What follows belongs to an exercise in optimizing a design on an open flow for small area and a short achievable clock period; a production flow would make more cautious choices.
Where RTL was checked, it was by simulation tests only, not by an equivalence proof against the original.

==> flow/design.v (excerpt) <==
module FFT_R4_16p (
    input wire clk, reset,
    input wire in_valid,
    input wire signed [31:0] in_data_real,
    input wire signed [31:0] in_data_im,
    output wire out_valid,
    output wire signed [31:0] bf2_output_0_real, bf2_output_1_real, bf2_output_2_real, bf2_output_3_real,
    output wire signed [31:0] bf2_output_0_im, bf2_output_1_im, bf2_output_2_im, bf2_output_3_im
);
  reg  [3:0]  cnt;                  
  reg  [63:0] t0d, t1d, t2d, t3d;   
  reg  [3:0]  t0n, t1n, t2n;        
  reg         t0v, t1v, t2v;
  reg  [1:0]  hc;                   
  reg  [3:0]  sel;                  
  reg  [1:0]  sn1;                  
  wire [1:0] hn = hc + 2'd1;
  wire ns0 = in_valid & (cnt[1:0] == hn);
  wire ns1 = t0v & (t0n[1:0] == hn);
  wire ns2 = t1v & (t1n[1:0] == hn);
  wire ns3 = t2v & (t2n[1:0] == hn);
  always @(posedge clk or posedge reset) begin
    if (reset) begin
      cnt <= 4'd0;
      t0v <= 1'b0; t1v <= 1'b0; t2v <= 1'b0;
      hc  <= 2'd0;
      sel <= 4'd0;
    end else begin
      if (in_valid) cnt <= cnt + 4'd1;
      t0v <= in_valid;
      t1v <= t0v; t2v <= t1v;
      hc  <= hn;
      sel <= {ns3, ns2, ns1, ns0};
    end
  end
  always @(posedge clk) begin
    t0d <= {in_data_real, in_data_im};
    t0n <= cnt;
    t1d <= t0d; t1n <= t0n;
    t2d <= t1d; t2n <= t1n;
    t3d <= t2d;
    sn1 <= ns0 ? cnt[3:2] : ns1 ? t0n[3:2] : ns2 ? t1n[3:2] : t2n[3:2];
  end
  wire        sv = |sel;
  wire [63:0] sx = ({64{sel[0]}} & t0d) | ({64{sel[1]}} & t1d) |
                   ({64{sel[2]}} & t2d) | ({64{sel[3]}} & t3d);
  reg [67:0] m0_0, m0_1, m0_2, m0_3;
  reg [63:0] r1_0, r1_1, r1_2, r1_3;
  reg [63:0] r2_0, r2_1, r2_2, r2_3;
  reg [63:0] r3_0, r3_1, r3_2, r3_3;    
  reg [63:0] y2_0, y2_1, y2_2, y2_3;    
  reg [63:0] y3_0, y3_1, y3_2, y3_3;    
  ...
==> module fadd_a, before the edit <==
module fadd_a (
    input  wire [31:0] a,
    input  wire [31:0] b,
    input  wire        sub,
    output wire [33:0] m
);
  wire        sa  = a[31];
  wire        sb  = b[31] ^ sub;
  wire        gt  = a[30:0] > b[30:0];
  wire [30:0] big = gt ? a[30:0] : b[30:0];
  wire [22:0] smm = gt ? b[22:0] : a[22:0];
  wire [7:0]  dab = a[30:23] - b[30:23];
  wire [7:0]  dba = b[30:23] - a[30:23];
  wire [7:0]  d   = gt ? dab : dba;
  wire [23:0] al  = (|d[7:5]) ? 24'd0 : ({1'b1, smm} >> d[4:0]);
  wire        es  = sa ^ sb;
  wire [24:0] s   = {2'b01, big[22:0]} + ({1'b0, al} ^ {25{es}}) + {24'd0, es};
  assign m = {sa ^ (~gt & es), big[30:23], s};
endmodule
Settings: LEC_CHECK=0, ABC_AREA=1, CAP_MARGIN=20, CORE_MARGIN=2, CORE_UTILIZATION=40, CTS_CLUSTER_DIAMETER=60, CTS_CLUSTER_SIZE=30, PLACE_DENSITY=0.45, SLEW_MARGIN=20; clock period 100.0 ns.
standard.sh (not shown) runs the stock make flow with config.mk's settings and CLKGATE_MAP_FILE= SYNTH_SCRIPT=/design/flow/synth_recipe.tcl, a recipe that flattens the netlist after the stock synthesis.
==> flow/flow/run.sh <==
#!/bin/bash
# Own layout flow: the standard flow (standard.sh) with these changes to
# how the layout is made:
#  - synthesis is ORFS's, run through synth_recipe.tcl as standard (so
#    -nofsm -noshare, flattening and renaming as standard), with two
#    changes to the mapping of the combinational logic: ABC uses
#    flow/abc_area.script (area-oriented amap) instead of ORFS's
#    abc_area.script, and adders keep Yosys's default carry network
#    (SYNTH_OPERATIONS_ARGS set, so no Kogge-Stone -extra-map). Registers
#    are mapped before either step, as in the standard synthesis, so they
#    keep their names, count and cell types;
#  - the port buffers are buf_4 cells instead of the resizer's default pick;
#  - timing repair (floorplan, CTS, global route) works to a setup slack
#    margin, so that it speeds up the slowest paths although the 100 ns
#    clock is met anyway. The SDC (clock period, I/O delays) is the standard flow's.
# Each tool's full output goes to a log file in this folder.
set -euo pipefail
HERE=$(pwd)
rm -rf "$HERE/scripts_abc"
cp -r "$FLOW_HOME/scripts" "$HERE/scripts_abc"
cp "$HERE/flow/abc_area.script" "$HERE/scripts_abc/abc_area.script"
SCRIPTS_DIR="$HERE/scripts_abc" SYNTH_OPERATIONS_ARGS="-nofsm" bash standard.sh synth > synth.log 2>&1
export BUFFER_PORTS_ARGS="-buffer_cell sky130_fd_sc_hd__buf_4"
export SETUP_SLACK_MARGIN=78.4
bash standard.sh > layout.log 2>&1
==> flow/flow/abc_area.script <==
&get -n
&st
&syn3
&dch -f
&put
amap
strash
dch -f
amap
topo
stime -c
buffer -c
upsize -c
dnsize -c
==> next run, changes <==
--- a/flow/design.v
+++ b/flow/design.v
@@ -7,10 +7,9 @@
   wire        sa  = a[31];
   wire        sb  = b[31] ^ sub;
-  wire        gt  = a[30:0] > b[30:0];
+  wire        gt  = (a[30:23] > b[30:23]) | ((a[30:23] == b[30:23]) & (a[22:0] > b[22:0]));
   wire [30:0] big = gt ? a[30:0] : b[30:0];
   wire [22:0] smm = gt ? b[22:0] : a[22:0];
-  wire [7:0]  dab = a[30:23] - b[30:23];
-  wire [7:0]  dba = b[30:23] - a[30:23];
-  wire [7:0]  d   = gt ? dab : dba;
+  wire [7:0]  se  = gt ? b[30:23] : a[30:23];
+  wire [7:0]  d   = big[30:23] - se;
   wire [23:0] al  = (|d[7:5]) ? 24'd0 : ({1'b1, smm} >> d[4:0]);
   wire        es  = sa ^ sb;
Outcome: The changed run finished clean. Final cell count decreases by 2.1%. Setup slack improves by 40 ps. Die area falls by 2.8%. Register-to-register slack degrades by 80 ps. Design area came out lower by 2.6%. Synthesized cell count drops by 1.5%. Synthesized area is lower by 2.8%. Global-route usage rose by 0.76 points. Critical path depth is unchanged. Sequential share of layout area grows by 0.69 points. Routed wire length barely changes.

* * *

## S
Another version of the RTL of FFT_R4_16p (not shown whole).
Size in the first run: about 2,400 flip-flops, ~320 I/O pins, ~170,000 µm² of cells after synthesis.
## FFT_R4_16p
module FFT_R4_16p (
    input wire clk, reset,
    input wire in_valid,
    input wire signed [31:0] in_data_real,
    input wire signed [31:0] in_data_im,
    output wire out_valid,
    output wire signed [31:0] bf2_output_0_real, bf2_output_1_real, bf2_output_2_real, bf2_output_3_real,
    output wire signed [31:0] bf2_output_0_im, bf2_output_1_im, bf2_output_2_im, bf2_output_3_im
);
==> module radd, before the edit <==
module radd #(parameter W = 8) (input [W-1:0] a, input [W-1:0] b, input ci, output [W-1:0] s, output co);
  wire [W:0] c;
  assign c[0] = ci;
  genvar i;
  generate for (i = 0; i < W; i = i + 1) begin : g
    assign s[i]   = a[i] ^ b[i] ^ c[i];
    assign c[i+1] = (a[i] & b[i]) | (a[i] & c[i]) | (b[i] & c[i]);
  end endgenerate
  assign co = c[W];
endmodule
export LEC_CHECK = 0
export ABC_AREA = 1
export CAP_MARGIN = 50
export CORE_MARGIN = 2
export CORE_UTILIZATION = 40
export PLACE_DENSITY = 0.45
export SLEW_MARGIN = 50
create_clock -name core_clock -period 100.0 [get_ports {clk}]
==> flow/flow/run.sh <==
#!/bin/bash
# Own layout flow: the standard flow (standard.sh, unchanged synthesis),
# with two changes to how the layout is made:
#  - the port buffers are buf_4 cells instead of the resizer's default pick;
#  - timing repair (floorplan, CTS, global route) works to a setup slack
#    margin, so that it speeds up the slowest paths although the 100 ns
#    clock is met anyway. The SDC (clock period, I/O delays) is the standard flow's.
# Each tool's full output goes to a log file in this folder.
set -euo pipefail
export BUFFER_PORTS_ARGS="-buffer_cell sky130_fd_sc_hd__buf_4"
export SETUP_SLACK_MARGIN=78.5
bash standard.sh synth > synth.log 2>&1
bash standard.sh > layout.log 2>&1
Changes in P relative to S:
diff --git a/flow/design.v b/flow/design.v
--- a/flow/design.v
+++ b/flow/design.v
@@ -1,13 +1,14 @@
-module radd #(parameter W = 8) (input [W-1:0] a, input [W-1:0] b, input ci, output [W-1:0] s, output co);
-  wire [W:0] c;
+module radd #(parameter W = 8, parameter K = 2) (input [W-1:0] a, input [W-1:0] b, input ci, output [W-1:0] s, output co);
+  localparam N = (W + K - 1) / K;
+  wire [N:0] c;
   assign c[0] = ci;
   genvar i;
-  generate for (i = 0; i < W; i = i + 1) begin : g
-    assign s[i]   = a[i] ^ b[i] ^ c[i];
-    assign c[i+1] = (a[i] & b[i]) | (a[i] & c[i]) | (b[i] & c[i]);
+  generate for (i = 0; i < N; i = i + 1) begin : g
+    localparam L = (i == N-1) ? (W - K*(N-1)) : K;
+    assign {c[i+1], s[i*K +: L]} = {1'b0, a[i*K +: L]} + {1'b0, b[i*K +: L]} + {{L{1'b0}}, c[i]};
   end endgenerate
-  assign co = c[W];
+  assign co = c[N];
 endmodule
 module cmpgt31(input [30:0] a, input [30:0] b, output gt);
   wire [31:0] aa = {1'b0, a}, bb = {1'b0, b};
   wire [3:0] g, e;
==> summary.txt <==
- S -> P: via count of the first global-routing pass decreased by a few percent
- In the metrics for P and S, the one carrying the higher final standard cell area without fillers is P.
- Comparing P with S, the largest incremental delay on the critical path came out essentially unchanged.
- The final reports for P and S show met2 usage in global routing higher in the former.
- Via count: P vs S down 7,259
- Compared with S, in P sequential portion of the cell area went down; number of well taps went up; endpoint arrival time on the critical path went up; synthesized cell count went down; global-route wire length before repair went down.
- Launch point of the worst path: o3[31] -> P, o0[63] -> S
- adder cells as the largest family of logic cells by synthesized area was reported by P, and simple AND/OR/NAND/NOR gates by S.
- Post-CTS setup buffer count (lower): S
Function not checked in S: the RTL went through the layout flow alone.

* * *

Another version of the RTL of FFT_R4_16p (not shown whole).
Size: ~2400 flip-flops, about 320 I/O pins, about 160000 um2 of cells after synthesis.
==> module fadd, before the edit <==
module fadd (
    input  wire [31:0] a,
    input  wire [31:0] b,
    input  wire        sub,
    output wire [31:0] r
);
  wire        sa = a[31];
  wire        sb = b[31] ^ sub;
  wire [30:0] dummy0;
  wire        gt;
  radd #(31) cmp(.a(a[30:0]), .b(~b[30:0]), .ci(1'b0), .s(dummy0), .co(gt));
  wire [30:0] big = gt ? a[30:0] : b[30:0];
  wire [22:0] smm = gt ? b[22:0] : a[22:0];
  wire [30:23] sml;
  wire [7:0]  se = gt ? b[30:23] : a[30:23];
  wire [7:0]  d; wire dco1;
  radd #(8) ed0(.a(big[30:23]), .b(~se), .ci(1'b1), .s(d), .co(dco1));
  wire [23:0] al  = (|d[7:5]) ? 24'd0 : ({1'b1, smm} >> d[4:0]);
  wire        es  = sa ^ sb;
  wire [24:0] s; wire sco;
  csel3 ad(.a({2'b01, big[22:0]}), .b({1'b0, al} ^ {25{es}}), .ci(es), .s(s));
  wire        z16 = ~|s[24:9];
  wire [24:0] n1  = z16 ? {s[8:0], 16'd0} : s;
  wire        z8  = ~|n1[24:17];
  wire [24:0] n2  = z8 ? {n1[16:0], 8'd0} : n1;
  wire        z4  = ~|n2[24:21];
  wire [24:0] n3  = z4 ? {n2[20:0], 4'd0} : n2;
  wire        z2  = ~|n3[24:23];
  wire [24:0] n4  = z2 ? {n3[22:0], 2'd0} : n3;
  wire        z1  = ~n4[24];
  wire [24:0] n5  = z1 ? {n4[23:0], 1'd0} : n4;
  wire [4:0]  z   = {z16, z8, z4, z2, z1};
  wire [9:0]  ed; wire edco;
  radd #(10) ed1(.a({2'b00, big[30:23]}), .b(~{5'd0, z}), .ci(1'b1), .s(ed), .co(edco));
  wire [9:0]  ee = ed + 10'd1;
  wire [30:0] mag = ee[9] ? 31'd0 : {ee[7:0], n5[23:1]};
  wire zero = ~|s;
  wire sign = sa ^ (~gt & es);
  assign r = zero ? 32'd0 : {sign, mag};
endmodule
==> module fadd_a, before the edit <==
module fadd_a (
    input  wire [31:0] a,
    input  wire [31:0] b,
    input  wire        sub,
    output wire [33:0] m
);
  wire        sa = a[31];
  wire        sb = b[31] ^ sub;
  wire [30:0] dummy0;
  wire        gt;
  radd #(31) cmp(.a(a[30:0]), .b(~b[30:0]), .ci(1'b0), .s(dummy0), .co(gt));
  wire [30:0] big = gt ? a[30:0] : b[30:0];
  wire [22:0] smm = gt ? b[22:0] : a[22:0];
  wire [7:0]  se = gt ? b[30:23] : a[30:23];
  wire [7:0]  d; wire dco1;
  radd #(8) ed0(.a(big[30:23]), .b(~se), .ci(1'b1), .s(d), .co(dco1));
  wire [23:0] al = (|d[7:5]) ? 24'd0 : ({1'b1, smm} >> d[4:0]);
  wire        es = sa ^ sb;
  wire [24:0] s; wire sco;
  radd #(25) ad(.a({2'b01, big[22:0]}), .b({1'b0, al} ^ {25{es}}), .ci(es), .s(s), .co(sco));
  assign m = {sa ^ (~gt & es), big[30:23], s};
endmodule
clock: 100.0 ns
lec_check: 0
abc_area: 1
cap_margin: 50
core_margin: 2
core_utilization: 40
cts_cluster_diameter: 60
cts_cluster_size: 30
place_density: 0.45
slew_margin: 20
==> flow/flow/run.sh <==
#!/bin/bash
# Own layout flow: the standard flow (standard.sh) with these changes to
# how the layout is made:
#  - synthesis is ORFS's, run through synth_recipe.tcl as standard (so
#    -nofsm -noshare, flattening and renaming as standard), with one change:
#    ABC maps the combinational logic with flow/abc_area.script (area-
#    oriented amap) instead of ORFS's abc_area.script. Registers are mapped
#    before ABC, as in the standard synthesis, so they keep their names,
#    count and cell types;
#  - the port buffers are buf_4 cells instead of the resizer's default pick;
#  - timing repair (floorplan, CTS, global route) works to a setup slack
#    margin, so that it speeds up the slowest paths although the 100 ns
#    clock is met anyway. The SDC (clock period, I/O delays) is the standard flow's.
# Each tool's full output goes to a log file in this folder.
set -euo pipefail
HERE=$(pwd)
rm -rf "$HERE/scripts_abc"
cp -r "$FLOW_HOME/scripts" "$HERE/scripts_abc"
cp "$HERE/flow/abc_area.script" "$HERE/scripts_abc/abc_area.script"
SCRIPTS_DIR="$HERE/scripts_abc" bash standard.sh synth > synth.log 2>&1
export BUFFER_PORTS_ARGS="-buffer_cell sky130_fd_sc_hd__buf_4"
export SETUP_SLACK_MARGIN=78.4
bash standard.sh > layout.log 2>&1
Scripts as last shown in full above: flow/flow/abc_area.script
Then changed:
--- a/flow/design.v
+++ b/flow/design.v
@@ -51,9 +51,9 @@
   wire        sa = a[31];
   wire        sb = b[31] ^ sub;
   wire [30:0] dummy0;
   wire        gt;
-  radd #(31) cmp(.a(a[30:0]), .b(~b[30:0]), .ci(1'b0), .s(dummy0), .co(gt));
+  cmpgt31 cmp(.a(a[30:0]), .b(b[30:0]), .gt(gt));
   wire [30:0] big = gt ? a[30:0] : b[30:0];
   wire [22:0] smm = gt ? b[22:0] : a[22:0];
   wire [30:23] sml;
   wire [7:0]  se = gt ? b[30:23] : a[30:23];
@@ -91,18 +91,18 @@
   wire        sa = a[31];
   wire        sb = b[31] ^ sub;
   wire [30:0] dummy0;
   wire        gt;
-  radd #(31) cmp(.a(a[30:0]), .b(~b[30:0]), .ci(1'b0), .s(dummy0), .co(gt));
+  cmpgt31 cmp(.a(a[30:0]), .b(b[30:0]), .gt(gt));
   wire [30:0] big = gt ? a[30:0] : b[30:0];
   wire [22:0] smm = gt ? b[22:0] : a[22:0];
   wire [7:0]  se = gt ? b[30:23] : a[30:23];
   wire [7:0]  d; wire dco1;
   radd #(8) ed0(.a(big[30:23]), .b(~se), .ci(1'b1), .s(d), .co(dco1));
   wire [23:0] al = (|d[7:5]) ? 24'd0 : ({1'b1, smm} >> d[4:0]);
   wire        es = sa ^ sb;
   wire [24:0] s; wire sco;
-  radd #(25) ad(.a({2'b01, big[22:0]}), .b({1'b0, al} ^ {25{es}}), .ci(es), .s(s), .co(sco));
+  csel2 #(13,12) ad(.a({2'b01, big[22:0]}), .b({1'b0, al} ^ {25{es}}), .ci(es), .s(s));
   assign m = {sa ^ (~gt & es), big[30:23], s};
 endmodule
 module fadd_b (
     input  wire [33:0] m,
Result: The new run completed without violations. Synthesized area came out higher slightly. Worst setup slack loses 0.094 ns. Final area came out lower slightly. Wire length came out lower slightly. Hold slack loses 0.058 ns. Die area came out higher slightly. Global-route usage came out lower by 0.15 points. First-iteration DRC count came out higher by about a fifth. Critical path depth does not change. Flip-flop and latch count does not change. Synthesized cell count came out higher slightly.

[port drivers added, routing unchanged]
How much do the figures lean on ideal ports? The routed layouts below were timed once more, with nothing changed but the port constraints.
Step 1 assumes that a clkbuf_16 drives the clock port and a buf_2 every other input.
Step 2 also shifts input and output timing later by t, the mid clock arrival at the registers, as if the neighbouring blocks saw the same clock.
Three values: no drivers, after step 1, after step 2; two values: the first two.
run | t (ns) | setup slack, ns | hold WS [ns] | worst setup path after step 2 | worst slew at a driven data input, ns
the first run of note 1 | 1.060 | 78.401 / 78.282 / 79.086 | 0.268 / 0.268 / 0.268 | input to register | 0.05
the second run of note 1 | 1.083 | 78.442 / 78.328 / 79.100 | 0.266 / 0.266 / 0.266 | input to register | 0.04
S | 1.038 | 78.407 / 78.294 / 79.035 | 0.296 / 0.296 / 0.296 | input to register | 0.09
P | 1.046 | 78.352 / 78.235 / 79.231 | 0.272 / 0.272 / 0.272 | input to register | 0.23
the first run of note 3 | 1.099 | 78.425 / 78.298 / 78.450 | 0.262 / 0.262 / 0.262 | input to register | 0.19
the second run of note 3 | 1.077 | 78.332 / 78.216 / 78.780 | 0.204 / 0.204 / 0.204 | input to register | 0.16
After both steps every run listed still meets setup and hold.
